Source: an optimization exercise on an open RTL-to-GDS flow (aim: small area, a short achievable clock period and few clock cycles). Production flows keep margins and buffers that such runs may drop.
The RTL was checked by simulation tests, not by an equivalence proof against the original design.
Power and IR drop assume default switching activity.

==> design.v <==
module PE(
    input               clk,
    input               clr,
    input      [7:0]    a,
    input      [7:0]    b,
    output reg [23:0]   acc
);
wire [23:0] q = clr ? 24'd0 : acc;
wire s1, c2, s3, c4, s5, c6, s7, c8, s9, c10, s11, c12;
wire s13, c14, s15, c16, s17, c18, s19, c20, s21, c22, s23, c24;
wire s25, c26, s27, c28, s29, c30, s31, c32, s33, c34, s35, c36;
wire s37, c38, s39, c40, s41, c42, s43, c44, s45, c46, s47, c48;
wire s49, c50, s51, c52, s53, c54, s55, c56, s57, c58, s59, c60;
wire s61, c62, s63, c64, s65, c66, s67, c68, s69, c70, s71, c72;
wire s73, c74, s75, c76, s77, c78, s79, c80, s81, c82, s83, c84;
wire s85, c86, s87, c88, s89, c90, s91, c92, s93, c94, s95, c96;
wire s97, c98, s99, c100, s101, c102, s103, c104, s105, c106, s107, c108;
wire s109, c110, s111, c112;
assign {c2, s1} = (a[0]&b[5]) + (a[1]&b[4]);
assign {c4, s3} = (a[0]&b[6]) + (a[1]&b[5]) + (a[2]&b[4]);
assign {c6, s5} = (a[3]&b[3]) + (a[4]&b[2]);
assign {c8, s7} = (a[0]&b[7]) + (a[1]&b[6]) + (a[2]&b[5]);
assign {c10, s9} = (a[3]&b[4]) + (a[4]&b[3]) + (a[5]&b[2]);
assign {c12, s11} = (a[6]&b[1]) + (a[7]&b[0]);
assign {c14, s13} = (a[1]&b[7]) + (a[2]&b[6]) + (a[3]&b[5]);
assign {c16, s15} = (a[4]&b[4]) + (a[5]&b[3]) + (a[6]&b[2]);
assign {c18, s17} = (a[7]&b[1]) + q[8];
assign {c20, s19} = (a[2]&b[7]) + (a[3]&b[6]) + (a[4]&b[5]);
assign {c22, s21} = (a[5]&b[4]) + (a[6]&b[3]) + (a[7]&b[2]);
assign {c24, s23} = (a[3]&b[7]) + (a[4]&b[6]) + (a[5]&b[5]);
assign {c26, s25} = (a[0]&b[3]) + (a[1]&b[2]);
assign {c28, s27} = (a[0]&b[4]) + (a[1]&b[3]) + (a[2]&b[2]);
assign {c30, s29} = (a[3]&b[1]) + (a[4]&b[0]);
assign {c32, s31} = s1 + (a[2]&b[3]) + (a[3]&b[2]);
assign {c34, s33} = (a[4]&b[1]) + (a[5]&b[0]) + q[5];
assign {c36, s35} = s3 + s5 + (a[5]&b[1]);
assign {c38, s37} = (a[6]&b[0]) + q[6] + c2;
assign {c40, s39} = s7 + s9 + s11;
assign {c42, s41} = q[7] + c4 + c6;
assign {c44, s43} = s13 + s15 + s17;
assign {c46, s45} = c8 + c10 + c12;
assign {c48, s47} = s19 + s21 + q[9];
assign {c50, s49} = c14 + c16 + c18;
assign {c52, s51} = s23 + (a[6]&b[4]) + (a[7]&b[3]);
assign {c54, s53} = q[10] + c20 + c22;
assign {c56, s55} = (a[4]&b[7]) + (a[5]&b[6]) + (a[6]&b[5]);
assign {c58, s57} = (a[7]&b[4]) + q[11] + c24;
assign {c60, s59} = (a[5]&b[7]) + (a[6]&b[6]) + (a[7]&b[5]);
assign {c62, s61} = (a[0]&b[2]) + (a[1]&b[1]);
assign {c64, s63} = s25 + (a[2]&b[1]) + (a[3]&b[0]);
assign {c66, s65} = s27 + s29 + q[4];
assign {c68, s67} = s31 + s33 + c28;
assign {c70, s69} = s35 + s37 + c32;
assign {c72, s71} = s39 + s41 + c36;
assign {c74, s73} = s43 + s45 + c40;
assign {c76, s75} = s47 + s49 + c44;
assign {c78, s77} = s51 + s53 + c48;
assign {c80, s79} = s55 + s57 + c52;
assign {c82, s81} = s59 + q[12] + c56;
assign {c84, s83} = (a[6]&b[7]) + (a[7]&b[6]) + q[13];
assign {c86, s85} = (a[0]&b[1]) + (a[1]&b[0]);
assign {c88, s87} = s61 + (a[2]&b[0]) + q[2];
assign {c90, s89} = s63 + q[3] + c62;
assign {c92, s91} = s65 + c26 + c64;
assign {c94, s93} = s67 + c30 + c66;
assign {c96, s95} = s69 + c34 + c68;
assign {c98, s97} = s71 + c38 + c70;
assign {c100, s99} = s73 + c42 + c72;
assign {c102, s101} = s75 + c46 + c74;
assign {c104, s103} = s77 + c50 + c76;
assign {c106, s105} = s79 + c54 + c78;
assign {c108, s107} = s81 + c58 + c80;
assign {c110, s109} = s83 + c60 + c82;
assign {c112, s111} = (a[7]&b[7]) + q[14] + c84;
wire [23:0] x = {q[23], q[22], q[21], q[20], q[19], q[18], q[17], q[16], q[15], s111, s109, s107, s105, s103, s101, s99, s97, s95, s93, s91, s89, s87, s85, (a[0]&b[0])};
wire [23:0] y = {1'b0, 1'b0, 1'b0, 1'b0, 1'b0, 1'b0, 1'b0, 1'b0, c112, c110, c108, c106, c104, c102, c100, c98, c96, c94, c92, c90, c88, c86, q[1], q[0]};
always @(posedge clk)
    acc <= x + y;
endmodule
module TPU(
    clk,
    rst_n,
    in_valid,
    K,
    M,
    N,
    busy,
    A_wr_en,
    A_index,
    A_data_in,
    A_data_out,
    B_wr_en,
    B_index,
    B_data_in,
    B_data_out,
    C_wr_en,
    C_index,
    C_data_in,
    C_data_out
);
input               clk;
input               rst_n;
input               in_valid;
input [7:0]         K;
input [7:0]         M;
input [7:0]         N;
output reg          busy;
output              A_wr_en;
output [15:0]       A_index;
output [31:0]       A_data_in;
input  [31:0]       A_data_out;
output              B_wr_en;
output [15:0]       B_index;
output [31:0]       B_data_in;
input  [31:0]       B_data_out;
output reg          C_wr_en;
output [15:0]       C_index;
output [127:0]      C_data_in;
input  [127:0]      C_data_out;
assign A_wr_en   = 1'b0;
assign B_wr_en   = 1'b0;
assign A_data_in = 32'd0;
assign B_data_in = 32'd0;
reg [7:0]   km1;         
reg [5:0]   mgm1;        
reg [1:0]   mlast;       
reg         iss;         
reg         first;       
reg [1:0]   stall;       
reg [7:0]   kdown;       
reg [5:0]   gdown;       
reg [5:0]   hdown;       
reg [13:0]  a_idx, b_idx, b_base;
assign A_index = {2'b00, a_idx};
assign B_index = {2'b00, b_idx};
wire        v      = iss & (stall == 2'd0);
wire        k_last = (kdown == 8'd0);
wire        g_last = (gdown == 6'd0);
wire        h_last = (hdown == 6'd0);
wire [1:0]  rows_m1 = g_last ? mlast : 2'd3;
reg [7:0]   a_op [0:3];
reg [7:0]   b_op [0:3];
reg         f1, l1, j1;
reg [1:0]   r1;
reg [1:0]   wr_row, wr_left;
reg         wr_job_last;
reg [13:0]  c_idx;
assign C_index = {2'b00, c_idx};
always @(posedge clk or negedge rst_n) begin
    if (!rst_n) begin
        busy    <= 1'b0;
        iss     <= 1'b0;
        first   <= 1'b0;
        stall   <= 2'd0;
        kdown   <= 8'd0;
        gdown   <= 6'd0;
        hdown   <= 6'd0;
        km1     <= 8'd0;
        mgm1    <= 6'd0;
        mlast   <= 2'd0;
        a_idx   <= 14'd0;
        b_idx   <= 14'd0;
        b_base  <= 14'd0;
        f1      <= 1'b0;
        l1      <= 1'b0;
        j1      <= 1'b0;
        r1      <= 2'd0;
        C_wr_en <= 1'b0;
        wr_row  <= 2'd0;
        wr_left <= 2'd0;
        wr_job_last <= 1'b0;
        c_idx   <= 14'd0;
    end else begin
        if (in_valid) begin
            busy   <= 1'b1;
            iss    <= 1'b1;
            first  <= 1'b1;
            stall  <= 2'd0;
            km1    <= K - 8'd1;
            kdown  <= K - 8'd1;
            mgm1   <= (M - 8'd1) >> 2;
            gdown  <= (M - 8'd1) >> 2;
            hdown  <= (N - 8'd1) >> 2;
            mlast  <= M[1:0] - 2'd1;
            a_idx  <= 14'd0;
            b_idx  <= 14'd0;
            b_base <= 14'd0;
            c_idx  <= 14'd0;
        end else if (iss) begin
            if (stall != 2'd0) begin
                stall <= stall - 2'd1;
            end else begin
                first <= 1'b0;
                if (!k_last) begin
                    kdown <= kdown - 8'd1;
                    a_idx <= a_idx + 14'd1;
                    b_idx <= b_idx + 14'd1;
                end else begin
                    kdown <= km1;
                    first <= 1'b1;
                    stall <= rows_m1;
                    if (!g_last) begin
                        gdown <= gdown - 6'd1;
                        a_idx <= a_idx + 14'd1;
                        b_idx <= b_base;
                    end else if (!h_last) begin
                        gdown  <= mgm1;
                        hdown  <= hdown - 6'd1;
                        a_idx  <= 14'd0;
                        b_idx  <= b_idx + 14'd1;
                        b_base <= b_idx + 14'd1;
                    end else begin
                        iss   <= 1'b0;
                        stall <= 2'd0;
                        a_idx <= 14'd0;
                        b_idx <= 14'd0;
                    end
                end
            end
        end
        f1 <= v & first;
        l1 <= v & k_last;
        j1 <= v & k_last & g_last & h_last;
        r1 <= rows_m1;
        if (l1) begin
            C_wr_en     <= 1'b1;
            wr_row      <= 2'd0;
            wr_left     <= r1;
            wr_job_last <= j1;
        end else if (C_wr_en && wr_left != 2'd0) begin
            wr_row  <= wr_row + 2'd1;
            wr_left <= wr_left - 2'd1;
        end else begin
            C_wr_en <= 1'b0;
        end
        if (C_wr_en) begin
            c_idx <= c_idx + 14'd1;
            if (wr_left == 2'd0 && wr_job_last)
                busy <= 1'b0;
        end
        if (in_valid)
            c_idx <= 14'd0;
    end
end
integer i;
always @(posedge clk) begin
    for (i = 0; i < 4; i = i + 1) begin
        a_op[i] <= v ? A_data_out[31-8*i -: 8] : 8'd0;
        b_op[i] <= B_data_out[31-8*i -: 8];
    end
end
wire [23:0] acc [0:15];
genvar r, c;
generate
    for (r = 0; r < 4; r = r + 1) begin : row
        for (c = 0; c < 4; c = c + 1) begin : col
            PE pe(
                .clk(clk),
                .clr(f1),
                .a(a_op[r]),
                .b(b_op[c]),
                .acc(acc[4*r+c])
            );
        end
    end
endgenerate
reg [95:0] wr_data;
always @(*) begin
    case (wr_row)
        2'd0: wr_data = {acc[0],  acc[1],  acc[2],  acc[3]};
        2'd1: wr_data = {acc[4],  acc[5],  acc[6],  acc[7]};
        2'd2: wr_data = {acc[8],  acc[9],  acc[10], acc[11]};
        default: wr_data = {acc[12], acc[13], acc[14], acc[15]};
    endcase
end
assign C_data_in = {8'd0, wr_data[95:72], 8'd0, wr_data[71:48],
                    8'd0, wr_data[47:24], 8'd0, wr_data[23:0]};
endmodule
==> run.sh <==
#!/bin/bash
# synth_recipe.tcl (not shown) runs the flow's synth.tcl, then flattens the netlist and writes it again
# the make line also repeats each setting of config.mk as NAME=value (left out here)
make -C /OpenROAD-flow-scripts/flow DESIGN_CONFIG=/design/flow/config.mk WORK_HOME=/design/flow/orfs CLKGATE_MAP_FILE= SYNTH_SCRIPT=/design/flow/synth_recipe.tcl finish
==> config.mk <==
export PLATFORM = sky130hd
export DESIGN_NAME = TPU
export DESIGN_NICKNAME = TPU
export VERILOG_FILES = /design/flow/design.v
export SDC_FILE = /design/flow/constraint.sdc
export NUM_CORES = 4
export LEC_CHECK = 0
export CAP_MARGIN = 20
export CORE_MARGIN = 2
export CORE_UTILIZATION = 40
export SLEW_MARGIN = 20
==> constraint.sdc <==
create_clock -name core_clock -period 10.0 [get_ports {clk}]
set_input_delay 2.0000 -clock core_clock [delete_from_list [all_inputs] [get_ports {clk}]]
set_output_delay 2.0000 -clock core_clock [all_outputs]
set_load 0.01 [all_outputs]
==> notes.md <==
==> final cells by class <==
type	count	area [µm²]
fill	14410	81660
timing repair buffer	311	2918
antenna	3	7.507
inverter	1023	3845
clock buffer	107	2233
clock inverter	33	462.9
multi-input combinational	4929	42440
sequential	556	11690
tap	1930	2415
==> synth_stat cells (all sizes together) (8+ instances only) <==
| cell | n | area (µm²) |
|---|---|---|
| nor4 | 13 | 96.34 |
| clkbuf | 290 | 1089 |
| a21oi | 271 | 1375 |
| nand3 | 84 | 420.4 |
| nor2b | 152 | 958.4 |
| o21ai | 181 | 909.6 |
| nand4 | 25 | 156.4 |
| mux2i | 112 | 1121 |
| buf | 134 | 902.1 |
| o21bai | 36 | 270.3 |
| dfrtp | 108 | 2703 |
| o31ai | 47 | 357.8 |
| and4 | 9 | 78.83 |
| nor3 | 71 | 385.4 |
| fa | 784 | 15700 |
| or3 | 38 | 242.7 |
| a211oi | 45 | 342.8 |
| nor3b | 12 | 100.1 |
| xor2 | 114 | 998.5 |
| a21boi | 10 | 75.07 |
| or2 | 10 | 62.56 |
| o311ai | 8 | 77.58 |
| nand2b | 30 | 187.7 |
| nand2 | 1031 | 3872 |
| o22ai | 8 | 63.81 |
| a222oi | 96 | 960.9 |
| a31oi | 27 | 168.9 |
| nor2 | 311 | 1170 |
| and3 | 31 | 198.9 |
| ha | 398 | 4980 |
| a21o | 83 | 624.4 |
| xnor2 | 185 | 1620 |
| a221oi | 9 | 91.34 |
| mux2 | 22 | 251.5 |
| a22oi | 9 | 67.56 |
| o21a | 58 | 435.4 |
| and2 | 371 | 2321 |
| dfxtp | 448 | 8969 |
| o211ai | 30 | 225.2 |
| inv | 1023 | 3840 |
==> power groups by stage <==
stage / sequential (mW) / combinational (mW) / clock (mW)
after floorplan: 3.26 / 9.65 / 0
after global placement: 3.46 / 12.3 / 0
after detailed placement: 3.46 / 12.5 / 0
after CTS: 3.43 / 12.6 / 3.10
after global routing: 3.48 / 14.4 / 3.16
final: 3.42 / 12.6 / 3.01
==> through the flow <==
stage	setup slack [ns]	utilization	total power [mW]
after global placement	3.899	0.4287	15.80
after floorplan	4.715	-	12.91
after global routing	3.472	0.4470	21.00
after detailed placement	3.887	0.4287	15.97
final	3.633	0.4470	19.03
after CTS	3.617	0.4469	19.14
==> final timing paths <==
kind	to	slack, ns	cells past startpoint
min in group asynchronous	mgm1[0]	1.33	1
hold reg to reg	wr_left[0]	0.46	2
setup / recovery	C_data_in[73]	3.63	6
hold / removal	wr_left[0]	0.46	2
max in group asynchronous	a_idx[9]	7.46	2
setup reg to reg	row[3].col[0].pe.acc[23]	3.91	14
==> cell families (layout without fill, tap and decap cells) <==
kind of cell | after synthesis | count (layout) | share of synthesized area
AOI/OAI and AO/OA | 997 | 997 | 0.1151
other | 1 | 107 | 0.00006304
muxes | 134 | 134 | 0.02307
buffers and inverters | 1447 | 1474 | 0.09801
DFF | 556 | 556 | 0.1962
and+or+nand+nor | 2213 | 2213 | 0.1760
xor gates and xnor gates | 299 | 299 | 0.04402
adders and majority gates | 1182 | 1182 | 0.3475
==> registers in the layout, indices dropped and copies added, names as in the netlist, 6 cells and up <==
signal,flops
c_idx,14
mgm1,6
row.col.pe.acc,384
kdown,8
b_op,32
hdown,6
b_idx,14
a_op,32
gdown,6
a_idx,14
b_base,14
km1,8
==> worst min-delay path: cells and delay by family (launching register included) <==
kind,cells,cell delay [ns]
flip-flops,1,0.32
AND/OR/NAND/NOR,1,0.05
AO/OA/AOI/OAI,1,0.06
==> metal layers <==
layer | GRT usage | wire [µm] | share of wire
met4 | 0.06589 | 4761 | 0.028
met3 | 0.04341 | 13180 | 0.078
met5 | 0 | 11 | 0.000065
met1 | 0.3092 | 74200 | 0.44
met2 | 0.3641 | 76250 | 0.45
==> reports/metrics.yaml <==
core_area_um2: 147700
worst_pin_slew_ns: 1.029
dp_hpwl_um: 118000
setup_tns_ns: 0
drc: 0
post_cts_buffers: 0
fmax_mhz: 157.1
rsz0062_at_grt: "false"
clkLatencyLatePin_ns: 0.71
io_buffers: 230
initial_core_util: 0.4029
finalCriticalPeriod_ns: 6.367
vias: 46960
min_from: "r1[0]"
max-cap-violations: 0
die-area_um2: 151800
vdd_drop_max_mv: 0.1745
fp-row-count: 141
final_cell_mix: "nand2_1 (1,030), inv_1 (1,022), fa_1 (784), dfxtp_1 (438), ha_1 (394)"
grt_max_degree: 72
drt_iter0_drc: 3263
drt_first_pass_iters: 9
r2r-start: "f1"
leakage_nw: 29.82
gr-total-overflow: 0
wl_per_cell_um: 18.94
syn_inst: 6829
synth_seq_cells: 556
fin_crit_sh: 0.6367
intPower_mw: 10.16
slew_viol_final: 0
holdBufCountCts: 0
combPwrFrac: 0.662
grt_pass1_wl_um: 270800
gp_congestion: 0.8683
clock-sinks: 556
finClkSkew_ns: 0.03846
postRouteAntennaNets: 0
cts.clk_slew.worst_paths_ns: 0.06
synth_edf_count: 0
cts_buffer_depth: 3
vias_per_cell: 5.281
ios: 463
startpoint_type: "flop"
dp_cells: 8749
swShare: 0.4660
clkPwrFrac: 0.158
syn_area_per_cell_um2: 8.711
clockRootBuffer: "clkbuf_16"
sequentialPowerShare: 0.180
switching_power_mw: 8.867
powerDensity_nw_per_um2: 288.3
synthToLayoutAreaGrowth_pct: 10.96
cp-end-kind: "output pin"
die_w_um: 389.6
async_flop_share: 0.1942
cts-resized-gates: 0
drive_above_1_share: 0.04368
finalHoldViolations: 0
cts_tree: "yes"
critPathLaunch: "wr_row[0]"
die-height_um: 389.6
fin_hold_ws_ns: 0.4611
cp_cell_sequence: "inv_1 -> ha_4 -> buf_4 -> a222oi_1 -> mux2i_1 -> clkdlybuf4s50_1"
yosysWarnings: 6
final_common_cell: "nand2_1"
synth_flop_cell: "dfxtp_1"
numCtsBuffers: 79
crit_buf_inv: 3
h-tree-depth: 3
status: "no timing/DRC/antenna violations"
grtUsageTotal: 0.2264
slowest_stage: "clkdlybuf4s50_1"
cp_max_fo: 49
dpl_cell_area_um2: 63300
instances_no_fill: 8892
first_global_vias: 48310
required_ns: 8.00
hold_path_class: "reg2reg"
seq_area_frac_synth: 0.1962
path_class: "reg2out"
netlist_area_um2: 59490
drt_wl_total_um: 168400
crit_path_max_incr_delay_ns: 0.74
fin_nets: 8301
antenna_found_initial: 5
design_area_um2: 66010
final-setup-viol-count: 0
synth_cell_type_count: 100
slew_headroom: 0.3142
worstPathArrival_ns: 4.37
critPathTopFamily: "buffers and inverters"
Testbench counts, summed over its fixed seeds: cycles 423,546.

[static timing again, ports no longer ideal]
In the flow no input, the clock included, has a driving cell. The finished layout below was timed again as built, in two steps.
Step 1: set_driving_cell puts a clkbuf_16 on clk and a buf_2 on each other input, an assumption about the parent block.
Step 2 also shifts input and output timing later by t, the mid clock arrival at the registers, as if the neighbouring blocks saw the same clock.
Three values: no drivers, after step 1, after step 2; two values: the first two.
t (ns): 0.774
setup WS [ns]: 3.633 / 3.553 / 3.915
hold WS [ns]: 0.461 / 0.461 / 0.461
latest minus earliest clock arrival (ns): 0.039 / 0.039
After both steps this run still meets setup and hold. The setup slack of this run moves by -0.080 ns with the drivers and by +0.282 ns with both steps.
